This design comes from an exercise in tuning for small area on the open sky130 flow, not from production work. At most, simulation tests tie the RTL to the original design; equivalence was not proved. For runs 3 to 5, only the layout was checked, not whether the RTL still works. Power figures rest on the tool's default switching activity, not on a simulated workload.

--- flow/config.mk ---
export PLATFORM = sky130hd
export DESIGN_NAME = mul_tree_bf16_12
export DESIGN_NICKNAME = mul_tree_bf16_12
export VERILOG_FILES = /design/flow/design.v
export SDC_FILE = /design/flow/constraint.sdc
export NUM_CORES = 4
export LEC_CHECK = 0
export CAP_MARGIN = 20
export CORE_MARGIN = 2
export CORE_UTILIZATION = 40
export SLEW_MARGIN = 20
--- flow/design.v ---
module bf16_mul_front(
    input  [15:0] a,
    input  [15:0] b,
    output [21:0] w
);
  wire       sa = a[15], sb = b[15];
  wire [7:0] ea = a[14:7], eb = b[14:7];
  wire [6:0] fa = a[6:0], fb = b[6:0];
  wire a_max = &ea, b_max = &eb;
  wire a_zer = ~|ea, b_zer = ~|eb;
  wire a_fz  = ~|fa, b_fz  = ~|fb;
  wire nan   = (a_max & ~a_fz) | (b_max & ~b_fz) |
               (a_max & b_zer & b_fz) | (b_max & a_zer & a_fz);
  wire inf   = a_max | b_max;
  wire zer   = a_zer | b_zer;
  wire [8:0] e   = ea + eb;
  wire       ulo = ~e[8] & ~e[7];                  
  wire       uhi = e[8] & (e[7:0] > 8'd123);       
  wire [1:0] cls = nan              ? 2'd3 :
                   inf              ? 2'd2 :
                   zer | ulo        ? 2'd1 :
                   uhi              ? 2'd2 : 2'd0;
  wire [7:0] e0  = e[7:0] + 8'd129;
  wire t1 = (fa[0]&fb[6]) ^ (fa[1]&fb[5]);
  wire t2 = (fa[0]&fb[6]) & (fa[1]&fb[5]);
  wire t3 = fa[0] ^ fb[0] ^ (fa[1]&fb[6]);
  wire t4 = (fa[0] & fb[0]) | (fa[0] & (fa[1]&fb[6])) | (fb[0] & (fa[1]&fb[6]));
  wire t5 = (fa[2]&fb[5]) ^ (fa[3]&fb[4]);
  wire t6 = (fa[2]&fb[5]) & (fa[3]&fb[4]);
  wire t7 = fa[1] ^ fb[1] ^ (fa[2]&fb[6]);
  wire t8 = (fa[1] & fb[1]) | (fa[1] & (fa[2]&fb[6])) | (fb[1] & (fa[2]&fb[6]));
  wire t9 = (fa[3]&fb[5]) ^ (fa[4]&fb[4]);
  wire t10 = (fa[3]&fb[5]) & (fa[4]&fb[4]);
  wire t11 = fa[2] ^ fb[2] ^ (fa[3]&fb[6]);
  wire t12 = (fa[2] & fb[2]) | (fa[2] & (fa[3]&fb[6])) | (fb[2] & (fa[3]&fb[6]));
  wire t13 = (fa[0]&fb[4]) ^ (fa[1]&fb[3]);
  wire t14 = (fa[0]&fb[4]) & (fa[1]&fb[3]);
  wire t15 = (fa[0]&fb[5]) ^ (fa[1]&fb[4]) ^ (fa[2]&fb[3]);
  wire t16 = ((fa[0]&fb[5]) & (fa[1]&fb[4])) | ((fa[0]&fb[5]) & (fa[2]&fb[3])) | ((fa[1]&fb[4]) & (fa[2]&fb[3]));
  wire t17 = (fa[3]&fb[2]) ^ (fa[4]&fb[1]);
  wire t18 = (fa[3]&fb[2]) & (fa[4]&fb[1]);
  wire t19 = (fa[2]&fb[4]) ^ (fa[3]&fb[3]) ^ (fa[4]&fb[2]);
  wire t20 = ((fa[2]&fb[4]) & (fa[3]&fb[3])) | ((fa[2]&fb[4]) & (fa[4]&fb[2])) | ((fa[3]&fb[3]) & (fa[4]&fb[2]));
  wire t21 = (fa[5]&fb[1]) ^ (fa[6]&fb[0]) ^ t1;
  wire t22 = ((fa[5]&fb[1]) & (fa[6]&fb[0])) | ((fa[5]&fb[1]) & t1) | ((fa[6]&fb[0]) & t1);
  wire t23 = (fa[4]&fb[3]) ^ (fa[5]&fb[2]) ^ (fa[6]&fb[1]);
  wire t24 = ((fa[4]&fb[3]) & (fa[5]&fb[2])) | ((fa[4]&fb[3]) & (fa[6]&fb[1])) | ((fa[5]&fb[2]) & (fa[6]&fb[1]));
  wire t25 = t3 ^ t5 ^ t2;
  wire t26 = (t3 & t5) | (t3 & t2) | (t5 & t2);
  wire t27 = (fa[5]&fb[3]) ^ (fa[6]&fb[2]) ^ t7;
  wire t28 = ((fa[5]&fb[3]) & (fa[6]&fb[2])) | ((fa[5]&fb[3]) & t7) | ((fa[6]&fb[2]) & t7);
  wire t29 = t9 ^ t4 ^ t6;
  wire t30 = (t9 & t4) | (t9 & t6) | (t4 & t6);
  wire t31 = (fa[4]&fb[5]) ^ (fa[5]&fb[4]) ^ (fa[6]&fb[3]);
  wire t32 = ((fa[4]&fb[5]) & (fa[5]&fb[4])) | ((fa[4]&fb[5]) & (fa[6]&fb[3])) | ((fa[5]&fb[4]) & (fa[6]&fb[3]));
  wire t33 = t11 ^ t8 ^ t10;
  wire t34 = (t11 & t8) | (t11 & t10) | (t8 & t10);
  wire t35 = fa[3] ^ fb[3] ^ (fa[4]&fb[6]);
  wire t36 = (fa[3] & fb[3]) | (fa[3] & (fa[4]&fb[6])) | (fb[3] & (fa[4]&fb[6]));
  wire t37 = (fa[5]&fb[5]) ^ (fa[6]&fb[4]) ^ t12;
  wire t38 = ((fa[5]&fb[5]) & (fa[6]&fb[4])) | ((fa[5]&fb[5]) & t12) | ((fa[6]&fb[4]) & t12);
  wire t39 = fa[4] ^ fb[4] ^ (fa[5]&fb[6]);
  wire t40 = (fa[4] & fb[4]) | (fa[4] & (fa[5]&fb[6])) | (fb[4] & (fa[5]&fb[6]));
  wire t41 = (fa[0]&fb[3]) ^ (fa[1]&fb[2]);
  wire t42 = (fa[0]&fb[3]) & (fa[1]&fb[2]);
  wire t43 = (fa[2]&fb[2]) ^ (fa[3]&fb[1]) ^ (fa[4]&fb[0]);
  wire t44 = ((fa[2]&fb[2]) & (fa[3]&fb[1])) | ((fa[2]&fb[2]) & (fa[4]&fb[0])) | ((fa[3]&fb[1]) & (fa[4]&fb[0]));
  wire t45 = (fa[5]&fb[0]) ^ t15 ^ t17;
  wire t46 = ((fa[5]&fb[0]) & t15) | ((fa[5]&fb[0]) & t17) | (t15 & t17);
  wire t47 = t19 ^ t21 ^ t16;
  wire t48 = (t19 & t21) | (t19 & t16) | (t21 & t16);
  wire t49 = t23 ^ t25 ^ t20;
  wire t50 = (t23 & t25) | (t23 & t20) | (t25 & t20);
  wire t51 = t27 ^ t29 ^ t24;
  wire t52 = (t27 & t29) | (t27 & t24) | (t29 & t24);
  wire t53 = t31 ^ t33 ^ t28;
  wire t54 = (t31 & t33) | (t31 & t28) | (t33 & t28);
  wire t55 = t35 ^ t37 ^ t32;
  wire t56 = (t35 & t37) | (t35 & t32) | (t37 & t32);
  wire t57 = (fa[6]&fb[5]) ^ t39 ^ t36;
  wire t58 = ((fa[6]&fb[5]) & t39) | ((fa[6]&fb[5]) & t36) | (t39 & t36);
  wire t59 = fa[5] ^ fb[5] ^ (fa[6]&fb[6]);
  wire t60 = (fa[5] & fb[5]) | (fa[5] & (fa[6]&fb[6])) | (fb[5] & (fa[6]&fb[6]));
  wire t61 = (fa[0]&fb[2]) ^ (fa[1]&fb[1]);
  wire t62 = (fa[0]&fb[2]) & (fa[1]&fb[1]);
  wire t63 = (fa[2]&fb[1]) ^ (fa[3]&fb[0]) ^ t41;
  wire t64 = ((fa[2]&fb[1]) & (fa[3]&fb[0])) | ((fa[2]&fb[1]) & t41) | ((fa[3]&fb[0]) & t41);
  wire t65 = t13 ^ t43 ^ t42;
  wire t66 = (t13 & t43) | (t13 & t42) | (t43 & t42);
  wire t67 = t14 ^ t45 ^ t44;
  wire t68 = (t14 & t45) | (t14 & t44) | (t45 & t44);
  wire t69 = t18 ^ t47 ^ t46;
  wire t70 = (t18 & t47) | (t18 & t46) | (t47 & t46);
  wire t71 = t22 ^ t49 ^ t48;
  wire t72 = (t22 & t49) | (t22 & t48) | (t49 & t48);
  wire t73 = t26 ^ t51 ^ t50;
  wire t74 = (t26 & t51) | (t26 & t50) | (t51 & t50);
  wire t75 = t30 ^ t53 ^ t52;
  wire t76 = (t30 & t53) | (t30 & t52) | (t53 & t52);
  wire t77 = t34 ^ t55 ^ t54;
  wire t78 = (t34 & t55) | (t34 & t54) | (t55 & t54);
  wire t79 = t38 ^ t57 ^ t56;
  wire t80 = (t38 & t57) | (t38 & t56) | (t57 & t56);
  wire t81 = t40 ^ t59 ^ t58;
  wire t82 = (t40 & t59) | (t40 & t58) | (t59 & t58);
  wire t83 = fa[6] ^ fb[6] ^ t60;
  wire t84 = (fa[6] & fb[6]) | (fa[6] & t60) | (fb[6] & t60);
  wire [15:0] pr0 = {1'b0, 1'b1, t83, t81, t79, t77, t75, t73, t71, t69, t67, t65, t63, (fa[2]&fb[0]), (fa[0]&fb[1]), (fa[0]&fb[0])};
  wire [15:0] pr1 = {1'b0, t84, t82, t80, t78, t76, t74, t72, t70, t68, t66, t64, t62, t61, (fa[1]&fb[0]), 1'b0};
  wire [9:0] u;
  wire [15:0] p = pr0 + pr1;
  assign u = p[15:6];
  wire st = (fa[0]&fb[0]) | (fa[0]&fb[1]) | (fa[0]&fb[2]) | (fa[0]&fb[3]) | (fa[0]&fb[4]) | (fa[0]&fb[5]) | (fa[1]&fb[0]) | (fa[1]&fb[1]) | (fa[1]&fb[2]) | (fa[1]&fb[3]) | (fa[1]&fb[4]) | (fa[2]&fb[0]) | (fa[2]&fb[1]) | (fa[2]&fb[2]) | (fa[2]&fb[3]) | (fa[3]&fb[0]) | (fa[3]&fb[1]) | (fa[3]&fb[2]) | (fa[4]&fb[0]) | (fa[4]&fb[1]) | (fa[5]&fb[0]);
  assign w = {sa ^ sb, cls, e0, u, st};
endmodule
module bf16_mul_back(
    input  [21:0] w,
    output [15:0] z
);
  wire       s   = w[21];
  wire [1:0] cls = w[20:19];
  wire [7:0] e0  = w[18:11];
  wire [9:0] u   = w[10:1];           
  wire       st  = w[0];
  wire       h    = u[9];
  wire [6:0] n0   = u[7:1];           
  wire [6:0] n1   = u[8:2];           
  wire       rnd0 = u[0] & (st | n0[0]);
  wire       rnd1 = u[1] & (st | u[0] | n1[0]);
  wire [6:0] m0   = n0 + rnd0;
  wire [6:0] m1   = n1 + rnd1;
  wire       ovf  = h & rnd1 & (&n1);
  wire [6:0] m    = h ? m1 : m0;
  wire [7:0] ez   = e0 + h + ovf;
  assign z = cls == 2'd3 ? 16'hffc0 :
             cls == 2'd2 ? {s, 8'hff, 7'd0} :
             cls == 2'd1 ? {s, 15'd0} :
                           {s, ez, m};
endmodule
module mul_tree_bf16_12(
        input clk,
        input rst,
        input [(4*32-1):0] mul_ins,
        input mul_stb,
        input [1:0] mode,
        output reg [(4*16-1):0] outputs,
        output reg [3:0] final_output_stbs_1
    );
  reg        s1, v1, v2, v3;    
  reg        m2;                
  reg [21:0] w0, w1, w2, w3;    
  reg [21:0] x0, x1;            
  reg [21:0] y0;                
  wire [21:0] w0_d, w1_d, w2_d, w3_d, x0_d, x1_d, y0_d;
  wire [15:0] p0, p1, p2, p3, q0, q1, r0;
  wire [15:0] q1_a = m2 ? 16'h3f80 : p3;
  bf16_mul_front f_p0 (.a(mul_ins[31:16]),   .b(mul_ins[15:0]),   .w(w0_d));
  bf16_mul_front f_p1 (.a(mul_ins[63:48]),   .b(mul_ins[47:32]),  .w(w1_d));
  bf16_mul_front f_p2 (.a(mul_ins[95:80]),   .b(mul_ins[79:64]),  .w(w2_d));
  bf16_mul_front f_p3 (.a(mul_ins[127:112]), .b(mul_ins[111:96]), .w(w3_d));
  bf16_mul_back  b_p0 (.w(w0), .z(p0));
  bf16_mul_back  b_p1 (.w(w1), .z(p1));
  bf16_mul_back  b_p2 (.w(w2), .z(p2));
  bf16_mul_back  b_p3 (.w(w3), .z(p3));
  bf16_mul_front f_q0 (.a(p1),   .b(p0), .w(x0_d));
  bf16_mul_front f_q1 (.a(q1_a), .b(p2), .w(x1_d));
  bf16_mul_back  b_q0 (.w(x0), .z(q0));
  bf16_mul_back  b_q1 (.w(x1), .z(q1));
  bf16_mul_front f_r0 (.a(q0), .b(q1), .w(y0_d));
  bf16_mul_back  b_r0 (.w(y0), .z(r0));
  always @(posedge clk) begin
    w0 <= w0_d; w1 <= w1_d; w2 <= w2_d; w3 <= w3_d;
    x0 <= x0_d; x1 <= x1_d;
    y0 <= y0_d;
    m2 <= (mode == 2'b10);
    if (rst) begin
      s1 <= 1'b0; v1 <= 1'b0; v2 <= 1'b0; v3 <= 1'b0;
    end else begin
      s1 <= mul_stb; v1 <= s1; v2 <= v1; v3 <= v2;
    end
  end
  always @(*) begin
    case (mode)
      2'b00: begin
        final_output_stbs_1 = {v1, v1, v1, v1};
        outputs = {p3, p2, p1, p0};
      end
      2'b01: begin
        final_output_stbs_1 = {2'b00, v2, v2};
        outputs = {p3, p2, q1, q0};
      end
      2'b10: begin
        final_output_stbs_1 = {2'b00, v1, v3};
        outputs = {p3, p2, p3, r0};
      end
      default: begin
        final_output_stbs_1 = {3'b000, v3};
        outputs = {p3, p2, p3, r0};
      end
    endcase
  end
endmodule
--- flow/constraint.sdc ---
create_clock -name core_clock -period 5.5 [get_ports {clk}]
set_input_delay 1.1000 -clock core_clock [delete_from_list [all_inputs] [get_ports {clk}]]
set_output_delay 1.1000 -clock core_clock [all_outputs]
set_load 0.01 [all_outputs]
--- flow/run.sh ---
#!/bin/bash
# synth_recipe.tcl (not shown) runs the flow's synth.tcl, then flattens the netlist and writes it again
# the make line also repeats each setting of config.mk as NAME=value (left out here)
make -C /OpenROAD-flow-scripts/flow DESIGN_CONFIG=/design/flow/config.mk WORK_HOME=/design/flow/orfs CLKGATE_MAP_FILE= SYNTH_SCRIPT=/design/flow/synth_recipe.tcl finish
==> impl_metrics.json, run 1 <==
{
  "place.gp.congestion": 0.905,
  "detailroute.via_count": 21000,
  "post_drt_wl_per_cell_um": 16.7,
  "report.final.setup_viol": 0,
  "worstMarginPinSlew_ns": 0.782,
  "holdBufCountCts": 0,
  "synthArstFlopShare_pct": 0,
  "area_growth_syn_to_layout_pct": 19.3,
  "io_pins": 201,
  "synth_xor_area_share_pct": 7.65,
  "die_w_um": 250,
  "critical_path.n_buffers_inverters": 3,
  "tritoncts": "built",
  "powerDensity_nw_per_um2": 655,
  "synth_adder_area_share_pct": 35.3,
  "grt_pass1_wl_um": 110000,
  "setup_tns_ns": 0,
  "timing.final.max_slew_violations": 0,
  "postSynthAreaPerCell_um2": 8.34,
  "netlist_instances": 2894,
  "floorplan.initialDensity_pct": 40.2,
  "cp_common_cell": "fa_1",
  "cts_root_buffer": "clkbuf_16",
  "maxCapViolCount": 0,
  "critical-path-max-stage-delay_ns": 0.54,
  "critical_path.endpoint_type": "flop",
  "clock_sinks": 159,
  "timing.critical_path.from_type": "flop",
  "grt-ovfl-total": 0,
  "vdd_ir_drop_max_mv": 0.414,
  "cp_data_arrival_time_ns": 5.64,
  "clock_tree.buffer_depth": 2,
  "outcome": "no timing/DRC/antenna violations",
  "cp_slowest_cell": "fa_1",
  "number_of_storage_elements_in_the_synthesis_netlist": 159,
  "placement.io_buffers": 200,
  "power.leakage_nw": 13.4,
  "post-route-util_pct": 48.0,
  "min_period_ns": 5.30,
  "route.detailed.drc": 0,
  "cts.clk_slew.worst_paths_ns": 0.07,
  "dpl.cell_count": 3970,
  "row_count": 90,
  "synth-seq-area-share_pct": 13.2,
  "worst_hold_path_type": "flop to flop",
  "drive_gt1_share_pct": 8.10,
  "nNetsFinal": 3868,
  "fp.dieArea_um2": 62300,
  "detailedRoute.firstIterationViolations": 1182,
  "cts_max_level": 4,
  "die_height_um": 250,
  "synth_fp_nets": 3552,
  "path_max_fanout": 6,
  "power.total_mw": 18.9,
  "place_hpwl_um": 56800,
  "netlist_area_um2": 24100,
  "grt_max_degree": 46,
  "critical_path.cell_chain": "and2_1 > ha_2 > and3_4 > a31o_2 > a31oi_1 > a22o_1 > nand2_2 > fa_1 > inv_1 > fa_1 > inv_1 > fa_1 > inv_1 > fa_1 > ha_4 > a2111oi_4 > o21ai_1 > a32oi_1 > o21ai_1 > a41oi_2 > a21oi_2 > or2_2",
  "core_area_um2": 60000,
  "cp_data_required_time_ns": 5.84,
  "hold_viol": 0,
  "seq_area_um2": 3190,
  "multi_input_comb_area_um2": 19400,
  "synth-edff-count": 0,
  "avgViaCountPerCell": 5.25,
  "cpLargestDelayFamily": "adder cells",
  "relSlewSlack_pct": 47.4,
  "synth-compound-area-share_pct": 13.3,
  "dominant_register_cell_in_the_synthesized_netlist": "dfxtp_1",
  "number_of_antenna_violations_at_the_first_check_in_global_routing": 0,
  "grt_usage_pct": 21.8,
  "fin_worst_hold_slack_ns": 0.453,
  "synthMuxAreaShare_pct": 1.61,
  "worst_skew_pair_latency_ns": 0.46,
  "synth_top_family_by_area": "adder cells",
  "fin_cells": 4004,
  "detailedRoute.firstPassIterationCount": 5,
  "synth-simple-area-share_pct": 22.1,
  "first_global_vias": 21800,
  "num_antenna_cells": 0,
  "detail-route-antenna-nets": 0,
  "final_routed_wirelength_across_all_metal_layers_um": 66800,
  "clock.fmax_ghz": 0.189,
  "ys_warns": 1,
  "ys_types": 94,
  "critical_setup_path_kind": "flop to flop",
  "post_route_clock_skew_ns": 0.0103,
  "cts_made_buffers": 17,
  "post-route-period-util_pct": 96.4,
  "n_fill_cell": 5839
}
[cell type report]
type                       count  area share (%)
multi-input combinational   2304            67.3
timing repair buffer         355            11.0
tap                          782            3.40
sequential                   159            11.1
clock buffer                  19            1.54
clock inverter                12           0.808
inverter                     373            4.88
[power by group]
part	switching, mW	internal (mW)
registers	0.592	1.81
logic	8.33	6.76
clock network	0.497	0.865
[synthesized netlist by cell type (7+ instances only)]
cell	instances	area share [%]
nor3_1	37	0.77
nand2b_1	21	0.54
buf_2	12	0.25
o21bai_1	27	0.84
xnor2_1	139	5.0
o31ai_1	7	0.22
a21oi_1	129	2.7
nand3b_1	9	0.28
nor4_1	37	0.96
dfxtp_1	159	13
a31oi_1	22	0.57
a21o_1	46	1.4
clkbuf_1	34	0.53
o21a_1	22	0.68
or2_2	17	0.44
or3_1	24	0.62
ha_1	266	14
and3b_1	7	0.25
and3_1	34	0.88
or4_1	22	0.68
o211ai_1	22	0.68
inv_1	367	5.7
nor3b_1	12	0.37
nand3_1	79	1.6
nor2b_1	25	0.65
and2_1	161	4.2
mux2i_1	32	1.3
nand2_1	214	3.3
fa_1	259	21
nand4_1	50	1.3
a211oi_1	8	0.25
nor2_1	265	4.1
o22ai_1	11	0.29
o21ai_0	108	2.2
xor2_1	72	2.6
[layout by cell type, fill, tap and decap left out, types with 37 or more instances in the layout]
cell and n:
nor4_1 37, fa_1 259, buf_4 155, clkdlybuf4s50_1 199, o21ai_0 102, nand4_1 50, nor2_1 264, and2_1 161
nand3_1 79, ha_1 261, dfxtp_1 153, xor2_1 72, inv_1 366, a21oi_1 126, xnor2_1 139, nand2_1 213
nor3_1 37, a21o_1 46
[kinds of logic (layout without fill, tap and decap cells)]
group,after synthesis,count (layout)
AOI/OAI and AO/OA,488,488
adders and majority gates,525,525
muxes,37,37
DFF,159,159
and+or+nand+nor,1043,1043
xor gates and xnor gates,211,211
buffers and inverters,431,759
[repair_timing]
action,CTS,global route
endpoints found under the setup margin,5,20
pin swaps,2,11
resized for setup,1,35
endpoints found under the hold margin,0,0
setup buffers,1,2
[state kept, by name, indices dropped and copies added, names as in the netlist, 22 cells and up]
| signal | cells |
|---|---|
| w0 | 22 |
| w1 | 22 |
| w2 | 22 |
| w3 | 22 |
| x0 | 22 |
| x1 | 22 |
| y0 | 22 |
[stage by stage]
stage	area [um^2]	setup slack, ns
floorplan	24100	0.143
global placement	28000	-0.0790
detailed placement	28000	-0.150
CTS	28700	0.00272
global route	28800	-0.0326
finish	28800	0.197
[routing by layer]
layer / track usage, % / up-vias / share of wire (%) / routed length (um)
met5: 0 / - / 0 / 0
met4: 4.61 / 0 / 1.7 / 1130
met3: 3.89 / 52 / 5.0 / 3370
met2: 39.4 / 462 / 50 / 33300
met1: 27.0 / 10100 / 43 / 28900
li1: - / 10400 / - / -
[worst paths after layout]
kind | startpoint | to | slack, ns | depth (start not counted)
worst max register to register | x1[2]$_DFF_P_ | y0[10]$_DFF_P_ | 0.20 | 22
worst min-delay path | s1$_SDFF_PP0_ | v1$_SDFF_PP0_ | 0.45 | 1
worst min register to register | s1$_SDFF_PP0_ | v1$_SDFF_PP0_ | 0.45 | 1
worst max-delay path | x1[2]$_DFF_P_ | y0[10]$_DFF_P_ | 0.20 | 22
==> run 2, diff against run 1 <==
--- a/flow/config.mk
+++ b/flow/config.mk
@@ -8,4 +8,4 @@
 export CAP_MARGIN = 20
 export CORE_MARGIN = 2
-export CORE_UTILIZATION = 40
+export CORE_UTILIZATION = 65
 export SLEW_MARGIN = 20
==> run 2 against run 1 <==
Clock-buffer cell count is 2 higher. Combinational power hardly changed. Synthesized area stayed put. First-iteration DRC count is 7.6% higher. Setup slack worse by 0.033 ns. Flip-flop and latch count stayed put. Sequential share of layout area is 0.24 points higher. Clock skew is 0.0014 ns lower. Final cell count is 8.2% lower. Utilization is 29 points higher. Die area is 38% lower. Synthesized cell count stayed put.
==> impl_metrics.json, run 2 <==
{
  "clock_tree.buffer_depth": 2,
  "synthTopCellsByArea": "fa_1 (21%), ha_1 (14%), dfxtp_1 (13%)",
  "worst_skew_pair_latency_ns": 0.44,
  "post-route-period-util_pct": 97.0,
  "grt-ovfl-total": 0,
  "path_max_fanout": 5,
  "hold_viol": 0,
  "hold_path_depth": 1,
  "detailedRoute.firstPassIterationCount": 7,
  "synthArstFlopShare_pct": 0,
  "final_routed_wirelength_across_all_metal_layers_um": 64800,
  "power.total_mw": 18.7,
  "post_route_clock_skew_ns": 0.00886,
  "cts_max_level": 4,
  "netlist_instances": 2894,
  "io_pins": 201,
  "critical_path.cell_chain": "and2_4 > ha_4 > and3_4 > a31o_2 > a31oi_1 > a22o_1 > nand2_2 > fa_1 > inv_2 > fa_1 > inv_2 > fa_1 > inv_2 > fa_1 > ha_4 > a2111oi_4 > o21ai_1 > a32oi_1 > o21ai_2 > a41oi_2 > a21oi_2 > buf_4 > xnor2_1",
  "vdd_ir_drop_max_mv": 0.478,
  "netlist_area_um2": 24100,
  "final_cell_mix": "inv_1 (364), nor2_1 (263), fa_1 (259), ha_1 (259), nand2_1 (213)",
  "dominant_register_cell_in_the_synthesized_netlist": "dfxtp_1",
  "power_switching_share_pct": 51.1,
  "detailroute.via_count": 21700,
  "worstMarginPinSlew_ns": 0.678,
  "tritoncts": "built",
  "place.gp.congestion": 0.948,
  "cp_common_cell": "fa_1",
  "number_of_antenna_violations_at_the_first_check_in_global_routing": 0,
  "place_hpwl_um": 54200,
  "timing.critical_path.from_type": "flop",
  "placement.io_buffers": 200,
  "p_seq_share_pct": 13.2,
  "detailedRoute.firstIterationViolations": 1272,
  "route.detailed.drc": 0,
  "clock.fmax_ghz": 0.187,
  "cpLargestDelayFamily": "adder cells",
  "synth-seq-area-share_pct": 13.2,
  "timing.reg2reg.setup_slack_ns": 0.16,
  "grt_pass1_wl_um": 107000,
  "whs_endpoint": "v1$_SDFF_PP0_",
  "relSlewSlack_pct": 54.8,
  "crit-reg2reg-launch": "x1[1]$_DFF_P_",
  "critical_path.endpoint_type": "flop",
  "die_w_um": 197,
  "powerDensity_nw_per_um2": 661,
  "detail-route-antenna-nets": 0,
  "ys_warns": 1,
  "setup_tns_ns": 0,
  "dpl.cell_count": 3638,
  "synth-edff-count": 0,
  "grt_usage_pct": 34.0,
  "cts.clk_slew.worst_paths_ns": 0.07,
  "critical-path-max-stage-delay_ns": 0.53,
  "layout.cells.most_common": "inv_1",
  "critical_setup_path_kind": "flop to flop",
  "cts_made_buffers": 17,
  "cts_root_buffer": "clkbuf_16",
  "design_area_um2": 28200,
  "die_height_um": 197,
  "ys_types": 94,
  "floorplan.initialDensity_pct": 66.0,
  "report.final.setup_viol": 0,
  "final.setup.worst_slack_ns": 0.164,
  "synthDominantAreaCellType": "fa_1",
  "first_global_vias": 22600,
  "grt_max_degree": 33,
  "dpl_ws_ns": -0.217,
  "rr_worst_depth": 23,
  "power.clock.fraction_pct": 6.3,
  "timing.final.max_slew_violations": 0,
  "holdBufCountCts": 0,
  "share_comb_of_total_power_pct": 80.6,
  "number_of_storage_elements_in_the_synthesis_netlist": 159,
  "post_drt_wl_per_cell_um": 17.6,
  "min_period_ns": 5.34,
  "row_count": 70,
  "maxCapViolCount": 0,
  "postSynthAreaPerCell_um2": 8.34,
  "fin_cells": 3674,
  "switchingPower_mw": 9.53,
  "cellInternalPower_mw": 9.13,
  "fp.dieArea_um2": 38700,
  "cp_data_arrival_time_ns": 5.67,
  "hold_start": "s1$_SDFF_PP0_",
  "clock_sinks": 159,
  "avgViaCountPerCell": 5.90,
  "drive_gt1_share_pct": 8.14,
  "regToRegEndpoint": "y0[9]$_DFF_P_",
  "area_growth_syn_to_layout_pct": 16.9,
  "num_antenna_cells": 0,
  "post-route-util_pct": 77.1,
  "synth_most_common_cell": "inv_1",
  "core_area_um2": 36600,
  "post-synth-top-area-fraction_pct": 21.5,
  "power.leakage_nw": 13.3,
  "worst_hold_path_type": "flop to flop",
  "outcome": "no timing/DRC/antenna violations",
  "most_common_library_cells_after_synthesis": "inv_1 (367), ha_1 (266), nor2_1 (265)",
  "post_dp_cell_area_um2": 27500,
  "fin_worst_hold_slack_ns": 0.452,
  "cp_data_required_time_ns": 5.84,
  "critical_path.n_buffers_inverters": 4,
  "nNetsFinal": 3851,
  "synth_fp_nets": 3552,
  "cp_slowest_cell": "fa_1",
  "n_fill_cell": 2725
}
==> run 2: worst reg2reg max path, stage by stage, from the launching register on <==
cell and delay, ns:
dfxtp_2 0.34, and2_4 0.17, ha_4 0.16, and3_4 0.18, a31o_2 0.21, a31oi_1 0.12
a22o_1 0.24, nand2_2 0.08, fa_1 0.50, inv_2 0.04, fa_1 0.53, inv_2 0.04
fa_1 0.49, inv_2 0.04, fa_1 0.51, ha_4 0.20, a2111oi_4 0.28, o21ai_1 0.13
a32oi_1 0.22, o21ai_2 0.11, a41oi_2 0.28, a21oi_2 0.10, buf_4 0.14, xnor2_1 0.11
==> run 2: cell families (layout without fill, tap and decap cells) <==
family / count (synthesis) / count (layout) / share of synthesized area [%]
simple gates: 1043 / 1043 / 22.1
fa+ha+maj: 525 / 525 / 35.3
compound gates: 488 / 488 / 13.3
buf+inv: 431 / 743 / 6.92
xor+xnor: 211 / 211 / 7.65
flops: 159 / 159 / 13.2
mux: 37 / 37 / 1.61
==> run 2: cell type report <==
type	instances	area [um^2]	share of cell area, %
well taps	468	586	2.07
clock buffers	21	470	1.67
flip-flops and latches	159	3200	11.3
inverters	373	1400	4.97
clock inverters	11	106	0.377
multi-input cells	2304	19400	68.8
repair buffers	338	3030	10.7
==> run 2: how the worst max path moves through the flow <==
stage | start | to | slack, ns | cells after the start
6_report | x1[1]$_DFF_P_ | y0[9]$_DFF_P_ | 0.16 | 23
5_1_grt | w2[3]$_DFF_P_ | x1[6]$_DFF_P_ | -0.08 | 21
4_1_cts | w0[2]$_DFF_P_ | x0[9]$_DFF_P_ | 0.01 | 21
3_5_place_dp | mul_ins[102] | w3[10]$_DFF_P_ | -0.22 | 16
3_3_place_gp | mul_ins[102] | w3[10]$_DFF_P_ | -0.15 | 16
2_1_floorplan | x1[2]$_DFF_P_ | y0[10]$_DFF_P_ | 0.14 | 23
==> run 2: repair_timing <==
item,4_1_cts,5_1_grt
endpoints found under the hold margin,0,0
resized for setup,6,45
buffers inserted,1,3
endpoints found under the setup margin,6,18
pin swaps,2,19
==> run 2: power by group through the flow <==
stage	clock, mW	combinational (mW)	sequential [mW]
finish	1.17	15.0	2.46
global route	1.22	16.8	2.53
CTS	1.17	14.5	2.42
detailed placement	0	14.4	2.44
global placement	0	13.8	2.41
floorplan	0	10.5	2.17
==> run 2: per-layer routing <==
metal / part of all wire, % / global-route usage [%] / vias up
met5: 0 / 0 / -
met2: 51 / 63.1 / 729
met1: 40 / 39.8 / 10400
met3: 5.3 / 4.64 / 176
met4: 3.5 / 12.5 / 0
li1: - / - / 10400
==> run 3, diff against run 2 <==
--- a/flow/design.v
+++ b/flow/design.v
@@ -14,12 +14,12 @@
   wire inf   = a_max | b_max;
   wire zer   = a_zer | b_zer;
-  wire [8:0] e   = ea + eb;
-  wire       ulo = ~e[8] & ~e[7];                  
-  wire       uhi = e[8] & (e[7:0] > 8'd123);       
+  wire [8:0] S   = ea + eb + 9'd1;
+  wire       ulo = ~S[8] & (~S[7] | ~|S[6:0]);     
+  wire       uhi = S[8] & (S[7:0] > 8'd124);       
   wire [1:0] cls = nan              ? 2'd3 :
                    inf              ? 2'd2 :
                    zer | ulo        ? 2'd1 :
                    uhi              ? 2'd2 : 2'd0;
-  wire [7:0] e0  = e[7:0] + 8'd129;
+  wire [7:0] e0  = {~S[7], S[6:0]};
   wire t1 = (fa[0]&fb[6]) ^ (fa[1]&fb[5]);
   wire t2 = (fa[0]&fb[6]) & (fa[1]&fb[5]);
==> run 3 against run 2 <==
Still clean on timing, DRC and antenna. Fmax up 0.45%. Setup slack better by 0.024 ns. Critical path depth down 3. Synthesized cell count down 1.3%. Sequential share of layout area up 0.25 points. Utilization up 0.24 points. Final area down 2.3%. Routed wire length down 2.0%. Critical endpoint is now x1[9]$_DFF_P_.
==> impl_metrics.json, run 3 <==
{
  "outcome": "no timing/DRC/antenna violations",
  "cp_common_cell": "fa_1",
  "synthArstFlopShare_pct": 0,
  "synth-seq-area-share_pct": 13.5,
  "synthTopCellsByArea": "fa_1 (22%), ha_1 (14%), dfxtp_1 (13%)",
  "p_seq_share_pct": 13.6,
  "avgViaCountPerCell": 5.97,
  "worstMarginPinSlew_ns": 0.882,
  "place_hpwl_um": 53400,
  "die_height_um": 195,
  "power.total_mw": 17.5,
  "first_global_vias": 22500,
  "grt-ovfl-total": 0,
  "route.detailed.drc": 0,
  "worst_skew_pair_latency_ns": 0.46,
  "io_pins": 201,
  "grt_usage_pct": 34.2,
  "cts.clk_slew.worst_paths_ns": 0.07,
  "grt_max_degree": 45,
  "clock_tree.buffer_depth": 2,
  "maxCapViolCount": 0,
  "nNetsFinal": 3792,
  "detail-route-antenna-nets": 0,
  "power_switching_share_pct": 51.3,
  "holdBufCountCts": 0,
  "report.final.setup_viol": 0,
  "final_routed_wirelength_across_all_metal_layers_um": 63500,
  "setup_tns_ns": 0,
  "clock.fmax_ghz": 0.188,
  "critical_setup_path_kind": "flop to flop",
  "ys_types": 89,
  "drive_gt1_share_pct": 7.42,
  "whs_endpoint": "v3$_SDFF_PP0_",
  "share_comb_of_total_power_pct": 79.7,
  "grt_pass1_wl_um": 106000,
  "ys_warns": 1,
  "synth-edff-count": 0,
  "fin_worst_hold_slack_ns": 0.477,
  "num_antenna_cells": 0,
  "cts_root_buffer": "clkbuf_16",
  "detailedRoute.firstIterationViolations": 1276,
  "most_common_library_cells_after_synthesis": "inv_1 (397), nor2_1 (284), fa_1 (259), ha_1 (259), nand2_1 (191)",
  "timing.critical_path.from_type": "flop",
  "post_drt_wl_per_cell_um": 17.6,
  "fp.dieArea_um2": 37900,
  "final_cell_mix": "inv_1 (396), nor2_1 (281), fa_1 (259)",
  "dominant_register_cell_in_the_synthesized_netlist": "dfxtp_1",
  "min_period_ns": 5.31,
  "worst_hold_path_type": "flop to flop",
  "number_of_storage_elements_in_the_synthesis_netlist": 159,
  "regToRegEndpoint": "x1[9]$_DFF_P_",
  "dpl.cell_count": 3577,
  "synth_most_common_cell": "inv_1",
  "area_growth_syn_to_layout_pct": 16.8,
  "cts_max_level": 4,
  "postSynthAreaPerCell_um2": 8.27,
  "path_max_fanout": 7,
  "relSlewSlack_pct": 41.2,
  "powerDensity_nw_per_um2": 634,
  "tritoncts": "built",
  "place.gp.congestion": 1.00,
  "fin_cells": 3615,
  "timing.reg2reg.setup_slack_ns": 0.19,
  "synth_fp_nets": 3508,
  "post-route-period-util_pct": 96.6,
  "vdd_ir_drop_max_mv": 0.488,
  "power.leakage_nw": 13.3,
  "cts_made_buffers": 17,
  "post-synth-top-area-fraction_pct": 21.9,
  "netlist_instances": 2857,
  "design_area_um2": 27600,
  "cp_slowest_cell": "fa_1",
  "detailedRoute.firstPassIterationCount": 6,
  "crit-reg2reg-launch": "w2[2]$_DFF_P_",
  "layout.cells.most_common": "inv_1",
  "detailroute.via_count": 21600,
  "switchingPower_mw": 8.97,
  "timing.final.max_slew_violations": 0,
  "n_fill_cell": 2595,
  "cp_data_required_time_ns": 5.88,
  "row_count": 69,
  "critical_path.cell_chain": "and2_1 > ha_2 > nand3b_1 > nor2_1 > a211o_1 > a32oi_1 > buf_4 > nor2_1 > fa_1 > fa_1 > fa_1 > fa_1 > ha_1 > a21o_1 > nor2_1 > o41a_1 > o31ai_4 > o41ai_2 > o21ba_2 > xnor2_1",
  "core_area_um2": 35700,
  "die_w_um": 195,
  "post_dp_cell_area_um2": 26800,
  "cellInternalPower_mw": 8.51,
  "hold_viol": 0,
  "power.clock.fraction_pct": 6.8,
  "floorplan.initialDensity_pct": 66.3,
  "netlist_area_um2": 23600,
  "cp_data_arrival_time_ns": 5.69,
  "placement.io_buffers": 200,
  "number_of_antenna_violations_at_the_first_check_in_global_routing": 0,
  "synthDominantAreaCellType": "fa_1",
  "clock_sinks": 159,
  "critical-path-max-stage-delay_ns": 0.53,
  "hold_start": "v2$_SDFF_PP0_",
  "post_route_clock_skew_ns": 0.0121,
  "critical_path.endpoint_type": "flop",
  "rr_worst_depth": 20,
  "hold_path_depth": 1
}
run 3: area by class of cell:
cell class / count / area (um^2) / area share [%]
Sequential cell: 159 / 3190 / 11.6
Inverter: 403 / 1510 / 5.48
Timing Repair Buffer: 319 / 2900 / 10.5
Clock inverter: 15 / 166 / 0.603
Multi-Input combinational cell: 2241 / 18800 / 68.2
Clock buffer: 17 / 425 / 1.54
Tap cell: 461 / 577 / 2.09
run 3: worst max path at each step:
stage | endpoint | cells after the start | startpoint | slack [ns]
after floorplan | x1[9]$_DFF_P_ | 16 | w2[10]$_DFF_P_ | 0.10
after global placement | w2[9]$_DFF_P_ | 16 | mul_ins[70] | 0.13
after detailed placement | w2[9]$_DFF_P_ | 16 | mul_ins[70] | -0.002
after CTS | y0[9]$_DFF_P_ | 22 | x1[2]$_DFF_P_ | 0.02
after global routing | y0[9]$_DFF_P_ | 23 | x1[2]$_DFF_P_ | -0.01
final | x1[9]$_DFF_P_ | 20 | w2[2]$_DFF_P_ | 0.19
run 3: per-layer routing:
metal  track usage [%]  vias up  part of all wire, %
li1                  -    10200                    -
met1              39.7    10400                   40
met2              62.3      780                   50
met3              5.17      208                  6.3
met4              15.2        0                  4.4
met5                 0        -                    0
run 3: stage by stage:
| stage | setup slack (ns) | utilization, % |
|---|---|---|
| 2_1_floorplan | 0.103 | - |
| 3_3_place_gp | 0.131 | 75.3 |
| 3_5_place_dp | -0.00155 | 75.3 |
| 4_1_cts | 0.0183 | 76.9 |
| 5_1_grt | -0.0140 | 77.4 |
| 6_report | 0.187 | 77.4 |
run 3: power groups by stage:
stage	clock [mW]	combinational (mW)	sequential [mW]
2_1_floorplan	0	9.73	2.11
3_3_place_gp	0	12.9	2.33
3_5_place_dp	0	13.4	2.37
4_1_cts	1.19	13.6	2.34
5_1_grt	1.24	15.6	2.45
6_report	1.18	13.9	2.37
run 3: cells by family after synthesis:
| family | synth area share, % |
|---|---|
| xor+xnor | 5.86 |
| flops | 13.5 |
| compound gates | 13.9 |
| mux | 1.40 |
| fa+ha+maj | 35.7 |
| simple gates | 22.4 |
| buf+inv | 7.35 |
run 3: repair_timing:
action | 4_1_cts | 5_1_grt
setup buffers | 0 | 6
setup endpoints to repair | 0 | 18
gates resized for setup | 0 | 31
run 3: critical path, delay by kind of cell, from the launching register on:
kind,cells,cell delay (ns)
AOI/OAI and AO/OA,7,1.59
xor gates and xnor gates,1,0.11
adders and majority gates,6,2.45
buffers and inverters,1,0.19
DFF,1,0.35
and+or+nand+nor,5,0.56
==> run 4, diff against run 3 <==
--- a/flow/config.mk
+++ b/flow/config.mk
@@ -9,3 +9,4 @@
 export CORE_MARGIN = 2
 export CORE_UTILIZATION = 65
+export GPL_TIMING_DRIVEN = 0
 export SLEW_MARGIN = 20
==> run 4 against run 3 <==
Total power rose by 1.7%. Clock power rose by 4%. Setup slack got worse by 0.11 ns. Flip-flop and latch count did not move. First-iteration DRC count rose by 13%. Highest routed layer unchanged.
==> impl_metrics.json, run 4 <==
{
  "avgViaCountPerCell": 6.00,
  "cellInternalPower_mw": 8.63,
  "fp.dieArea_um2": 37900,
  "cp_data_arrival_time_ns": 5.74,
  "worst_skew_pair_latency_ns": 0.43,
  "hold_viol": 0,
  "path_max_fanout": 7,
  "cts.clk_slew.worst_paths_ns": 0.06,
  "synth-edff-count": 0,
  "nNetsFinal": 3739,
  "clock.fmax_ghz": 0.185,
  "min_period_ns": 5.42,
  "num_antenna_cells": 0,
  "grt-ovfl-total": 0,
  "worst_hold_path_type": "flop to flop",
  "post-route-period-util_pct": 98.5,
  "detailroute.via_count": 21400,
  "cts_made_buffers": 17,
  "netlist_instances": 2857,
  "row_count": 69,
  "switchingPower_mw": 9.14,
  "report.final.setup_viol": 0,
  "post_route_clock_skew_ns": 0.00967,
  "timing.critical_path.from_type": "flop",
  "power_switching_share_pct": 51.4,
  "share_comb_of_total_power_pct": 80.2,
  "power.clock.fraction_pct": 6.9,
  "grt_usage_pct": 33.5,
  "detail-route-antenna-nets": 0,
  "io_pins": 201,
  "drive_gt1_share_pct": 5.90,
  "detailedRoute.firstIterationViolations": 1441,
  "post_drt_wl_per_cell_um": 17.7,
  "most_common_library_cells_after_synthesis": "inv_1 (397), nor2_1 (284), fa_1 (259), ha_1 (259), nand2_1 (191)",
  "timing.final.max_slew_violations": 0,
  "synthTopCellsByArea": "fa_1 (22%), ha_1 (14%), dfxtp_1 (13%)",
  "die_height_um": 195,
  "rsz0062_at_grt": "yes",
  "ys_types": 89,
  "placement.io_buffers": 198,
  "layout.cells.most_common": "inv_1",
  "postSynthAreaPerCell_um2": 8.27,
  "place.gp.congestion": 0.969,
  "floorplan.initialDensity_pct": 66.3,
  "place_hpwl_um": 51500,
  "cts_root_buffer": "clkbuf_16",
  "final_cell_mix": "inv_1 (390), nor2_1 (278), fa_1 (257)",
  "power.total_mw": 17.8,
  "powerDensity_nw_per_um2": 650,
  "area_growth_syn_to_layout_pct": 15.7,
  "worstMarginPinSlew_ns": 0.958,
  "cp_data_required_time_ns": 5.82,
  "clock_tree.buffer_depth": 2,
  "outcome": "no timing/DRC/antenna violations",
  "maxCapViolCount": 0,
  "holdBufCountCts": 0,
  "netlist_area_um2": 23600,
  "die_w_um": 195,
  "synthArstFlopShare_pct": 0,
  "route.detailed.drc": 0,
  "ys_warns": 1,
  "clock_sinks": 159,
  "synth-seq-area-share_pct": 13.5,
  "number_of_storage_elements_in_the_synthesis_netlist": 159,
  "relSlewSlack_pct": 35.8,
  "synth_most_common_cell": "inv_1",
  "synth_fp_nets": 3508,
  "core_area_um2": 35700,
  "number_of_antenna_violations_at_the_first_check_in_global_routing": 0,
  "post-synth-top-area-fraction_pct": 21.9,
  "final_routed_wirelength_across_all_metal_layers_um": 63200,
  "critical_path.endpoint_type": "flop",
  "vdd_ir_drop_max_mv": 0.600,
  "tritoncts": "built",
  "critical_setup_path_kind": "flop to flop",
  "detailedRoute.firstPassIterationCount": 8,
  "first_global_vias": 21600,
  "synthDominantAreaCellType": "fa_1",
  "power.leakage_nw": 12.9,
  "grt_pass1_wl_um": 104000,
  "n_fill_cell": 2644,
  "fin_worst_hold_slack_ns": 0.476,
  "cts_max_level": 4,
  "p_seq_share_pct": 12.9,
  "dominant_register_cell_in_the_synthesized_netlist": "dfxtp_1",
  "grt_max_degree": 17
}
run 4: worst paths after layout:
kind	start	end	slack, ns	cells after the start
setup / recovery	w2[2]$_DFF_P_	x1[9]$_DFF_P_	0.08	18
hold / removal	v2$_SDFF_PP0_	v3$_SDFF_PP0_	0.48	1
hold reg to reg	v2$_SDFF_PP0_	v3$_SDFF_PP0_	0.48	1
setup reg to reg	w2[2]$_DFF_P_	x1[9]$_DFF_P_	0.08	18
run 4: cell type report:
cell class	count	area, um^2	share of cell area [%]
buffer	48	205	0.751
clock buffer	23	478	1.75
clock inverter	8	130	0.476
inverter	403	1510	5.54
multi-input combinational	2241	19100	69.9
sequential	159	3200	11.7
tap	461	577	2.11
timing repair buffer	218	2130	7.80
run 4: kinds of logic after synthesis:
logic type	share of synthesized area (%)
AND/OR/NAND/NOR	22.4
adder cells (fa/ha/maj)	35.7
AO/OA/AOI/OAI	13.9
buffers and inverters	7.35
flip-flops	13.5
XOR/XNOR	5.86
multiplexers	1.40
run 4: worst max-delay path, cell delays in order (launching register included):
cell	delay (ns)
dfxtp_2	0.37
and2_1	0.17
ha_1	0.26
a21o_1	0.18
a211o_1	0.32
a32oi_4	0.30
nor2_1	0.11
fa_1	0.47
fa_1	0.58
fa_1	0.44
fa_1	0.49
ha_4	0.31
a21o_1	0.15
a21oi_1	0.05
or2_2	0.34
o31ai_4	0.32
o41ai_4	0.12
o21ba_2	0.24
xnor2_1	0.11
run 4: what timing repair did:
item | in CTS | in global routing
gates resized for setup | 16 | 77
endpoints found under the setup margin | 17 | 26
setup buffers | 2 | 17
endpoints found under the hold margin | 0 | 0
pin swaps | 3 | 19
run 4: per-stage QoR:
stage | setup WS (ns) | setup TNS, ns | cells | cell area [um^2] | utilization (%)
4_1_cts | -0.00697 | -0.00697 | 3550 | 26900 | 75.5
5_1_grt | -0.0535 | -0.0722 | 3561 | 27300 | 76.6
6_report | 0.0801 | 0 | 3561 | 27300 | 76.6
3_3_place_gp | -0.650 | -7.37 | 3516 | 26200 | 73.4
2_1_floorplan | 0.103 | 0 | 2857 | 23600 | -
3_5_place_dp | -0.627 | -6.02 | 3517 | 26200 | 73.5
run 4: power by group through the flow:
| stage | sequential (mW) | clock, mW | combinational (mW) |
|---|---|---|---|
| global route | 2.37 | 1.29 | 15.9 |
| detailed placement | 2.26 | 0 | 13.1 |
| global placement | 2.24 | 0 | 12.6 |
| floorplan | 2.11 | 0 | 9.73 |
| CTS | 2.24 | 1.23 | 13.3 |
| finish | 2.30 | 1.23 | 14.2 |
run 4: layer usage:
| layer | up-vias | wire length [um] | global-route usage (%) |
|---|---|---|---|
| met2 | 849 | 31600 | 60.4 |
| met1 | 10300 | 25000 | 40.1 |
| li1 | 10100 | - | - |
| met4 | 0 | 2030 | 12.1 |
| met3 | 151 | 4520 | 5.74 |
| met5 | - | 0 | 0 |
==> run 5, diff against run 4 <==
--- a/flow/design.v
+++ b/flow/design.v
@@ -2,5 +2,5 @@
     input  [15:0] a,
     input  [15:0] b,
-    output [21:0] w
+    output [19:0] w
 );
   wire       sa = a[15], sb = b[15];
@@ -112,15 +112,4 @@
   assign u = p[15:6];
   wire st = (fa[0]&fb[0]) | (fa[0]&fb[1]) | (fa[0]&fb[2]) | (fa[0]&fb[3]) | (fa[0]&fb[4]) | (fa[0]&fb[5]) | (fa[1]&fb[0]) | (fa[1]&fb[1]) | (fa[1]&fb[2]) | (fa[1]&fb[3]) | (fa[1]&fb[4]) | (fa[2]&fb[0]) | (fa[2]&fb[1]) | (fa[2]&fb[2]) | (fa[2]&fb[3]) | (fa[3]&fb[0]) | (fa[3]&fb[1]) | (fa[3]&fb[2]) | (fa[4]&fb[0]) | (fa[4]&fb[1]) | (fa[5]&fb[0]);
-  assign w = {sa ^ sb, cls, e0, u, st};
-endmodule
-module bf16_mul_back(
-    input  [21:0] w,
-    output [15:0] z
-);
-  wire       s   = w[21];
-  wire [1:0] cls = w[20:19];
-  wire [7:0] e0  = w[18:11];
-  wire [9:0] u   = w[10:1];           
-  wire       st  = w[0];
   wire       h    = u[9];
   wire [6:0] n0   = u[7:1];           
@@ -128,9 +117,21 @@
   wire       rnd0 = u[0] & (st | n0[0]);
   wire       rnd1 = u[1] & (st | u[0] | n1[0]);
-  wire [6:0] m0   = n0 + rnd0;
-  wire [6:0] m1   = n1 + rnd1;
-  wire       ovf  = h & rnd1 & (&n1);
-  wire [6:0] m    = h ? m1 : m0;
-  wire [7:0] ez   = e0 + h + ovf;
+  wire [6:0] n    = h ? n1 : n0;
+  wire       rnd  = h ? rnd1 : rnd0;
+  assign w = {sa ^ sb, cls, e0, h, rnd, n};
+endmodule
+module bf16_mul_back(
+    input  [19:0] w,
+    output [15:0] z
+);
+  wire       s   = w[19];
+  wire [1:0] cls = w[18:17];
+  wire [7:0] e0  = w[16:9];
+  wire       h   = w[8];
+  wire       rnd = w[7];
+  wire [6:0] n   = w[6:0];
+  wire [6:0] m   = n + rnd;
+  wire       ovf = h & rnd & (&n);
+  wire [7:0] ez  = e0 + h + ovf;
   assign z = cls == 2'd3 ? 16'hffc0 :
              cls == 2'd2 ? {s, 8'hff, 7'd0} :
@@ -149,8 +150,8 @@
   reg        s1, v1, v2, v3;    
   reg        m2;                
-  reg [21:0] w0, w1, w2, w3;    
-  reg [21:0] x0, x1;            
-  reg [21:0] y0;                
-  wire [21:0] w0_d, w1_d, w2_d, w3_d, x0_d, x1_d, y0_d;
+  reg [19:0] w0, w1, w2, w3;    
+  reg [19:0] x0, x1;            
+  reg [19:0] y0;                
+  wire [19:0] w0_d, w1_d, w2_d, w3_d, x0_d, x1_d, y0_d;
   wire [15:0] p0, p1, p2, p3, q0, q1, r0;
   wire [15:0] q1_a = m2 ? 16'h3f80 : p3;
--- a/flow/config.mk
+++ b/flow/config.mk
@@ -9,4 +9,3 @@
 export CORE_MARGIN = 2
 export CORE_UTILIZATION = 65
-export GPL_TIMING_DRIVEN = 0
 export SLEW_MARGIN = 20
==> run 5 against run 4 <==
Critical endpoint is now w1[4]$_DFF_P_. First-iteration DRC count increased by 0.69%. Hold slack worse by 0.019 ns. Clock power grew 3%. Total power up 2.0%. Largest cell class unchanged.
==> impl_metrics.json, run 5 <==
{
  "outcome": "no timing/DRC/antenna violations",
  "critical_path.cell_chain": "clkdlybuf4s50_1 > and2_1 > fa_1 > inv_1 > fa_1 > fa_1 > inv_1 > fa_1 > ha_1 > a21o_1 > a21o_1 > a221oi_2 > nand2_1 > a211oi_2 > inv_1 > a21o_1 > a221oi_2",
  "postSynthAreaPerCell_um2": 8.17,
  "worstMarginPinSlew_ns": 1.04,
  "timing.reg2reg.setup_slack_ns": 0.14,
  "clock_sinks": 145,
  "number_of_storage_elements_in_the_synthesis_netlist": 145,
  "placement.io_buffers": 200,
  "grt_pass1_wl_um": 105000,
  "synth_most_common_cell": "inv_1",
  "relSlewSlack_pct": 30.8,
  "dominant_register_cell_in_the_synthesized_netlist": "dfxtp_1",
  "place_hpwl_um": 54500,
  "io_pins": 201,
  "fin_cells": 3696,
  "cp_data_arrival_time_ns": 5.82,
  "row_count": 69,
  "layout.cells.most_common": "inv_1",
  "detailedRoute.firstIterationViolations": 1451,
  "worst_hold_path_type": "flop to flop",
  "powerDensity_nw_per_um2": 648,
  "post-route-util_pct": 79.0,
  "holdBufCountCts": 0,
  "post-route-period-util_pct": 99.2,
  "fin_worst_hold_slack_ns": 0.457,
  "synthDominantAreaCellType": "fa_1",
  "clock.fmax_ghz": 0.183,
  "dpl_ws_ns": -0.466,
  "die_w_um": 193,
  "grt-ovfl-total": 0,
  "final_routed_wirelength_across_all_metal_layers_um": 65500,
  "post-synth-top-area-fraction_pct": 22.3,
  "floorplan.initialDensity_pct": 65.6,
  "cp_slowest_cell": "fa_1",
  "synth_fp_nets": 3494,
  "report.final.setup_viol": 0,
  "core_area_um2": 35400,
  "detailroute.via_count": 21800,
  "maxCapViolCount": 0,
  "grt_usage_pct": 35.3,
  "cp_data_required_time_ns": 5.86,
  "avgViaCountPerCell": 5.89,
  "netlist_area_um2": 23200,
  "first_global_vias": 22000,
  "ys_types": 92,
  "post_drt_wl_per_cell_um": 17.7,
  "path_max_fanout": 3,
  "post_dp_cell_area_um2": 27100,
  "tritoncts": "built",
  "power.leakage_nw": 13.8,
  "critical_path.endpoint_type": "flop",
  "critical-path-max-stage-delay_ns": 0.49,
  "synthTopCellsByArea": "fa_1 (22%), ha_1 (14%), dfxtp_1 (12%)",
  "most_common_library_cells_after_synthesis": "inv_1 (420), nor2_1 (296), fa_1 (259), ha_1 (259), nand2_1 (203)",
  "synthArstFlopShare_pct": 0,
  "ys_warns": 1,
  "vdd_ir_drop_max_mv": 0.917,
  "grt_max_degree": 53,
  "detailedRoute.firstPassIterationCount": 5,
  "final.setup.worst_slack_ns": 0.0440,
  "critical_setup_path_kind": "input pin to flop",
  "final_cell_mix": "inv_1 (418), nor2_1 (295), fa_1 (259)",
  "worst_skew_pair_latency_ns": 0.46,
  "fp.dieArea_um2": 37300,
  "cts_root_buffer": "clkbuf_16",
  "setup_tns_ns": 0,
  "timing.final.max_slew_violations": 0,
  "netlist_instances": 2843,
  "detail-route-antenna-nets": 0,
  "hold_viol": 0,
  "nNetsFinal": 3869,
  "synth-seq-area-share_pct": 12.5,
  "rsz0062_at_grt": "yes",
  "clock_tree.buffer_depth": 2,
  "route.detailed.drc": 0,
  "post_route_clock_skew_ns": 0.0144,
  "place.gp.congestion": 0.983,
  "dpl.cell_count": 3652,
  "area_growth_syn_to_layout_pct": 20.4,
  "synth-edff-count": 0,
  "die_height_um": 193,
  "cts_made_buffers": 17,
  "power.total_mw": 18.1,
  "cts_max_level": 4,
  "design_area_um2": 28000,
  "number_of_antenna_violations_at_the_first_check_in_global_routing": 5,
  "timing.critical_path.from_type": "input pin",
  "cts.clk_slew.worst_paths_ns": 0.07,
  "min_period_ns": 5.46,
  "cp_common_cell": "fa_1",
  "drive_gt1_share_pct": 10.6
}
==> run 5: changes by cell type after synthesis, moves of 11 or more <==
cell and change:
xnor2_1 -30, and2_1 -26, inv_1 +23, dfxtp_1 -14
o22ai_1 -14, nand2_1 +12, nor2_1 +12, xor2_1 +12
nand2b_1 +11
==> run 5: cell families after synthesis <==
group / Yosys count / synth area share [%]
buf+inv: 477 / 7.86
flops: 145 / 12.5
fa+ha+maj: 518 / 36.3
mux: 32 / 1.43
xor+xnor: 140 / 5.28
compound gates: 495 / 14.2
simple gates: 1036 / 22.5
==> run 5: final cells by class <==
type	count	area (um^2)
Multi-Input combinational cell	2221	18700
Fill cell	2483	7430
Timing Repair Buffer	406	3560
Sequential cell	145	2900
Inverter	427	1600
Tap cell	461	577
Clock buffer	20	467
Clock inverter	12	169
Antenna cell	4	10.0
==> run 5: worst paths after layout <==
| path | from | endpoint | depth (start not counted) |
|---|---|---|---|
| worst max register to register | w0[0]$_DFF_P_ | x0[2]$_DFF_P_ | 23 |
| worst min register to register | s1$_SDFF_PP0_ | v1$_SDFF_PP0_ | 1 |
| worst min-delay path | s1$_SDFF_PP0_ | v1$_SDFF_PP0_ | 1 |
| worst max-delay path | mul_ins[50] | w1[4]$_DFF_P_ | 17 |
==> run 5: layer usage <==
| metal | part of all wire [%] | vias up | global-route usage, % |
|---|---|---|---|
| li1 | - | 10300 | - |
| met5 | 0.020 | - | 0 |
| met4 | 5.2 | 2 | 18.2 |
| met1 | 41 | 10400 | 44.2 |
| met2 | 47 | 864 | 59.0 |
| met3 | 6.8 | 213 | 5.72 |
==> run 5: power by group <==
part	total [mW]	switching, mW	internal, mW
Sequential	1.98	0.396	1.59
Clock	1.27	0.509	0.760
Combinational	14.9	8.42	6.45
==> run 5: timing repair <==
item | in CTS | in global routing
gates resized for setup | 1 | 47
setup buffers | 2 | 6
pin swaps | 2 | 14
setup endpoints to repair | 2 | 27
==> run 5: critical path: cells and delay by family <==
| kind | cells | cell delay (ns) |
|---|---|---|
| AND/OR/NAND/NOR | 2 | 0.29 |
| adder cells (fa/ha/maj) | 5 | 2.22 |
| AO/OA/AOI/OAI | 6 | 1.56 |
| buffers and inverters | 4 | 0.64 |
==> run 6, diff against run 5 <==
--- a/flow/design.v
+++ b/flow/design.v
@@ -2,5 +2,5 @@
     input  [15:0] a,
     input  [15:0] b,
-    output [19:0] w
+    output [17:0] w
 );
   wire       sa = a[15], sb = b[15];
@@ -17,8 +17,6 @@
   wire       ulo = ~S[8] & (~S[7] | ~|S[6:0]);     
   wire       uhi = S[8] & (S[7:0] > 8'd124);       
-  wire [1:0] cls = nan              ? 2'd3 :
-                   inf              ? 2'd2 :
-                   zer | ulo        ? 2'd1 :
-                   uhi              ? 2'd2 : 2'd0;
+  wire       nrm = ~nan & ~inf & ~zer & ~ulo & ~uhi;    
+  wire       big = ~nan & (inf | (~zer & uhi));         
   wire [7:0] e0  = {~S[7], S[6:0]};
   wire t1 = (fa[0]&fb[6]) ^ (fa[1]&fb[5]);
@@ -119,12 +117,13 @@
   wire [6:0] n    = h ? n1 : n0;
   wire       rnd  = h ? rnd1 : rnd0;
-  assign w = {sa ^ sb, cls, e0, h, rnd, n};
+  wire [7:0] e0f = nrm ? e0 : {8{nan | big}};
+  wire [6:0] nf  = nrm ? n  : {nan, 6'd0};
+  assign w = {(sa ^ sb) | nan, e0f, h & nrm, rnd & nrm, nf};
 endmodule
 module bf16_mul_back(
-    input  [19:0] w,
+    input  [17:0] w,
     output [15:0] z
 );
-  wire       s   = w[19];
-  wire [1:0] cls = w[18:17];
+  wire       s   = w[17];
   wire [7:0] e0  = w[16:9];
   wire       h   = w[8];
@@ -134,8 +133,5 @@
   wire       ovf = h & rnd & (&n);
   wire [7:0] ez  = e0 + h + ovf;
-  assign z = cls == 2'd3 ? 16'hffc0 :
-             cls == 2'd2 ? {s, 8'hff, 7'd0} :
-             cls == 2'd1 ? {s, 15'd0} :
-                           {s, ez, m};
+  assign z = {s, ez, m};
 endmodule
 module mul_tree_bf16_12(
@@ -150,8 +146,8 @@
   reg        s1, v1, v2, v3;    
   reg        m2;                
-  reg [19:0] w0, w1, w2, w3;    
-  reg [19:0] x0, x1;            
-  reg [19:0] y0;                
-  wire [19:0] w0_d, w1_d, w2_d, w3_d, x0_d, x1_d, y0_d;
+  reg [17:0] w0, w1, w2, w3;    
+  reg [17:0] x0, x1;            
+  reg [17:0] y0;                
+  wire [17:0] w0_d, w1_d, w2_d, w3_d, x0_d, x1_d, y0_d;
   wire [15:0] p0, p1, p2, p3, q0, q1, r0;
   wire [15:0] q1_a = m2 ? 16'h3f80 : p3;
==> run 6 against run 5 <==
Critical path depth stayed put. Combinational power is 29% lower. Routed wire length is 5.8% lower. Final cell count is 4.1% lower. Sequential power is 18% lower. Synthesized cell count is 5.7% lower. Clock-buffer cell count is 1 higher. Largest cell class unchanged.
==> impl_metrics.json, run 6 <==
{
  "cts_made_buffers": 17,
  "cp_data_required_time_ns": 5.80,
  "worstMarginPinSlew_ns": 0.774,
  "timing.critical_path.from_type": "input pin",
  "layout.cells.most_common": "inv_1",
  "regToRegEndpoint": "x0[1]$_SDFF_PN0_",
  "io_pins": 201,
  "synth_most_common_cell": "inv_1",
  "place.gp.congestion": 0.975,
  "ys_types": 88,
  "rr_worst_depth": 20,
  "route.met3.wl_um": 4150,
  "post-synth-top-area-fraction_pct": 23.0,
  "cts.clk_slew.worst_paths_ns": 0.06,
  "synth_xor_area_share_pct": 5.66,
  "fp.dieArea_um2": 36200,
  "timing.final.max_slew_violations": 0,
  "synth_fp_nets": 3331,
  "detail-route-antenna-nets": 0,
  "crit-reg2reg-launch": "w0[0]$_SDFF_PN0_",
  "number_of_antenna_violations_at_the_first_check_in_global_routing": 5,
  "core_area_um2": 34400,
  "grt_usage_pct": 34.3,
  "timing.reg2reg.setup_slack_ns": 0.15,
  "grt-ovfl-total": 0,
  "post_route_clock_skew_ns": 0.0133,
  "capture_point_of_the_critical_path": "w2[5]$_SDFF_PN0_",
  "clock.fmax_ghz": 0.185,
  "post-route-period-util_pct": 98.1,
  "synthTopCellsByArea": "fa_1 (23%), ha_1 (14%), dfxtp_1 (12%)",
  "clock_tree.buffer_depth": 2,
  "worst_hold_path_type": "flop to flop",
  "number_of_storage_elements_in_the_synthesis_netlist": 131,
  "nNetsFinal": 3722,
  "hold_viol": 0,
  "die_w_um": 190,
  "maxUsedRoutingLayer": "met4",
  "grt_max_degree": 61,
  "dominant_register_cell_in_the_synthesized_netlist": "dfxtp_1",
  "synth_top_family_by_area": "adder cells",
  "maxCapViolCount": 0,
  "postSynthAreaPerCell_um2": 8.42,
  "netlist_instances": 2680,
  "relSlewSlack_pct": 47.7,
  "ys_warns": 1,
  "final_cell_mix": "inv_1 (315), fa_1 (259), ha_1 (250)",
  "area_growth_syn_to_layout_pct": 21.5,
  "post_drt_wl_per_cell_um": 17.4,
  "fin_worst_hold_slack_ns": 0.455,
  "vdd_ir_drop_max_mv": 0.534,
  "synth-compound-area-share_pct": 14.5,
  "cts_root_buffer": "clkbuf_16",
  "tritoncts": "built",
  "synth-seq-area-share_pct": 11.6,
  "synthMuxAreaShare_pct": 1.92,
  "synth-edff-count": 0,
  "final_routed_wirelength_across_all_metal_layers_um": 61800,
  "die_height_um": 190,
  "power.total_mw": 13.4,
  "grt_pass1_wl_um": 101000,
  "drive_gt1_share_pct": 10.9,
  "worst_skew_pair_latency_ns": 0.43,
  "avgViaCountPerCell": 5.93,
  "min_period_ns": 5.40,
  "powerDensity_nw_per_um2": 488,
  "synth_adder_area_share_pct": 37.4,
  "outcome": "no timing/DRC/antenna violations",
  "row_count": 68,
  "synth-simple-area-share_pct": 22.7,
  "power.leakage_nw": 13.0,
  "floorplan.initialDensity_pct": 65.6,
  "post-route-util_pct": 79.7,
  "detailroute.via_count": 21000,
  "cp_data_arrival_time_ns": 5.70,
  "synthArstFlopShare_pct": 0,
  "clock_sinks": 131,
  "critical_setup_path_kind": "input pin to flop",
  "detailedRoute.firstPassIterationCount": 5,
  "path_max_fanout": 5,
  "route.layer.met1.wl_um": 24500,
  "wl_met2_um": 30600,
  "netlist_area_um2": 22600,
  "critical_path.endpoint_type": "flop",
  "report.final.setup_viol": 0,
  "seq_area_um2": 2630,
  "worstSetupStartpoint": "mul_ins[82]",
  "place_hpwl_um": 51400,
  "first_global_vias": 21600,
  "cts_max_level": 4,
  "route.detailed.drc": 0,
  "most_common_library_cells_after_synthesis": "inv_1 (315), fa_1 (259), ha_1 (259)",
  "setup_tns_ns": 0,
  "detailedRoute.firstIterationViolations": 1105,
  "synthDominantAreaCellType": "fa_1",
  "multi_input_comb_area_um2": 18800,
  "placement.io_buffers": 200,
  "n_fill_cell": 2436
}
## run 6: cell types whose count changed after synthesis, moves of 17 or more
cell     change
inv_1      -105
nor2_1      -90
and2_1      +40
o21ai_0     +24
xnor2_1     +23
a21oi_1     -20
xor2_1      -19
a21o_1      -18
o21ai_1     +17
## run 6: kinds of logic (layout without fill, tap and decap cells)
group | after synthesis | after routing
AO/OA/AOI/OAI | 498 | 498
XOR/XNOR | 145 | 145
adder cells (fa/ha/maj) | 518 | 518
buffers and inverters | 363 | 767
flip-flops | 131 | 131
multiplexers | 42 | 42
other | 0 | 5
AND/OR/NAND/NOR | 983 | 983
## run 6: layer usage
metal | up-vias | GRT usage, %
met5 | - | 0
met4 | 0 | 14.6
met3 | 183 | 5.82
met2 | 754 | 61.5
met1 | 10100 | 40.4
li1 | 9985 | -
## run 6: worst max-delay path, cell delays in order
cell             delay [ns]
clkdlybuf4s50_1        0.49
and2_1                 0.21
fa_1                   0.48
inv_1                  0.05
fa_1                   0.46
fa_1                   0.54
inv_1                  0.05
fa_1                   0.45
ha_1                   0.32
and4_1                 0.20
o21a_1                 0.13
buf_4                  0.14
o21a_1                 0.21
a31oi_1                0.20
xnor2_1                0.16
nor3_1                 0.09
a2111oi_1              0.40
## run 6: layout make-up
type                            count  area share (%)
Sequential cell                   131            9.58
Multi-Input combinational cell   2186            68.7
Tap cell                          455            2.08
Inverter                          320            4.38
Antenna cell                        5          0.0457
Clock inverter                     11           0.379
Clock buffer                       21            1.68
Timing Repair Buffer              415            13.2
## run 6: worst min path at each step
stage	from	end	slack [ns]	cells past startpoint
after global placement	s1$_SDFF_PP0_	v1$_SDFF_PP0_	0.42	1
after CTS	s1$_SDFF_PP0_	v1$_SDFF_PP0_	0.46	1
after global routing	s1$_SDFF_PP0_	v1$_SDFF_PP0_	0.48	1
final	s1$_SDFF_PP0_	v1$_SDFF_PP0_	0.46	1
after detailed placement	s1$_SDFF_PP0_	v1$_SDFF_PP0_	0.44	1
after floorplan	s1$_SDFF_PP0_	v1$_SDFF_PP0_	0.41	1
## run 6: stage by stage
step                worst slack, ns  cells  instance area, um^2
floorplan                    0.0311   2680                22600
global placement             -0.263   3503                26500
detailed placement           -0.381   3503                26500
CTS                          0.0353   3535                27100
global route                 -0.220   3543                27400
finish                        0.102   3544                27400
## run 6: what timing repair did
action                     in CTS  in global routing
hold buffers                    0                  0
buffers inserted                0                  4
setup endpoints to repair       1                 38
gates resized for setup         1                 60
pin swaps                       0                 19
## run 6: power by group
part | internal (mW) | switching [mW] | leakage, nW
combinational | 4.78 | 5.86 | 11.6
clock | 0.647 | 0.444 | 0.274
sequential | 1.31 | 0.305 | 1.09
total | 6.74 | 6.61 | 13.0

[static timing again, ports no longer ideal]
How much do the figures lean on ideal ports? The routed layouts below were timed once more, with nothing changed but the port constraints. Step 1 (the two cells are an assumption about what drives the block):
set clk [get_ports {clk}]
set_driving_cell -lib_cell sky130_fd_sc_hd__clkbuf_16 $clk
set_driving_cell -lib_cell sky130_fd_sc_hd__buf_2 [delete_from_list [all_inputs] $clk]
Step 2 adds t to the input delays and takes it off the output delays; t is the mean of the earliest and latest rising clock arrival at the registers after step 1. Input paths then give back, and output paths get back, about the clock's delay inside the block. Slacks: ideal / step 1 / step 2; pairs: ideal / step 1.
run | t, ns | setup slack, ns | hold slack, ns | slew at the worst register clock pin (ns) | cell pins on the clock port's net
run 1 | 0.508 | 0.197 / 0.197 / -0.072 | 0.453 / 0.453 / 0.453 | 0.07 / 0.07 | 1
run 2 | 0.494 | 0.164 / 0.138 / -0.207 | 0.452 / 0.452 / 0.452 | 0.07 / 0.07 | 1
run 3 | 0.506 | 0.187 / 0.183 / -0.016 | 0.477 / 0.477 / 0.477 | 0.08 / 0.08 | 1
run 4 | 0.474 | 0.080 / 0.080 / -0.186 | 0.476 / 0.476 / 0.476 | 0.07 / 0.07 | 1
run 5 | 0.514 | 0.044 / 0.076 / -0.438 | 0.457 / 0.457 / 0.457 | 0.07 / 0.07 | 1
run 6 | 0.473 | 0.102 / 0.129 / -0.344 | 0.455 / 0.455 / 0.455 | 0.06 / 0.06 | 1
With both steps, setup timing fails in every run listed, where it was met with ideal ports. The setup slack of run 5, which loses most, moves by +0.032 ns with the drivers and by -0.482 ns with both steps.
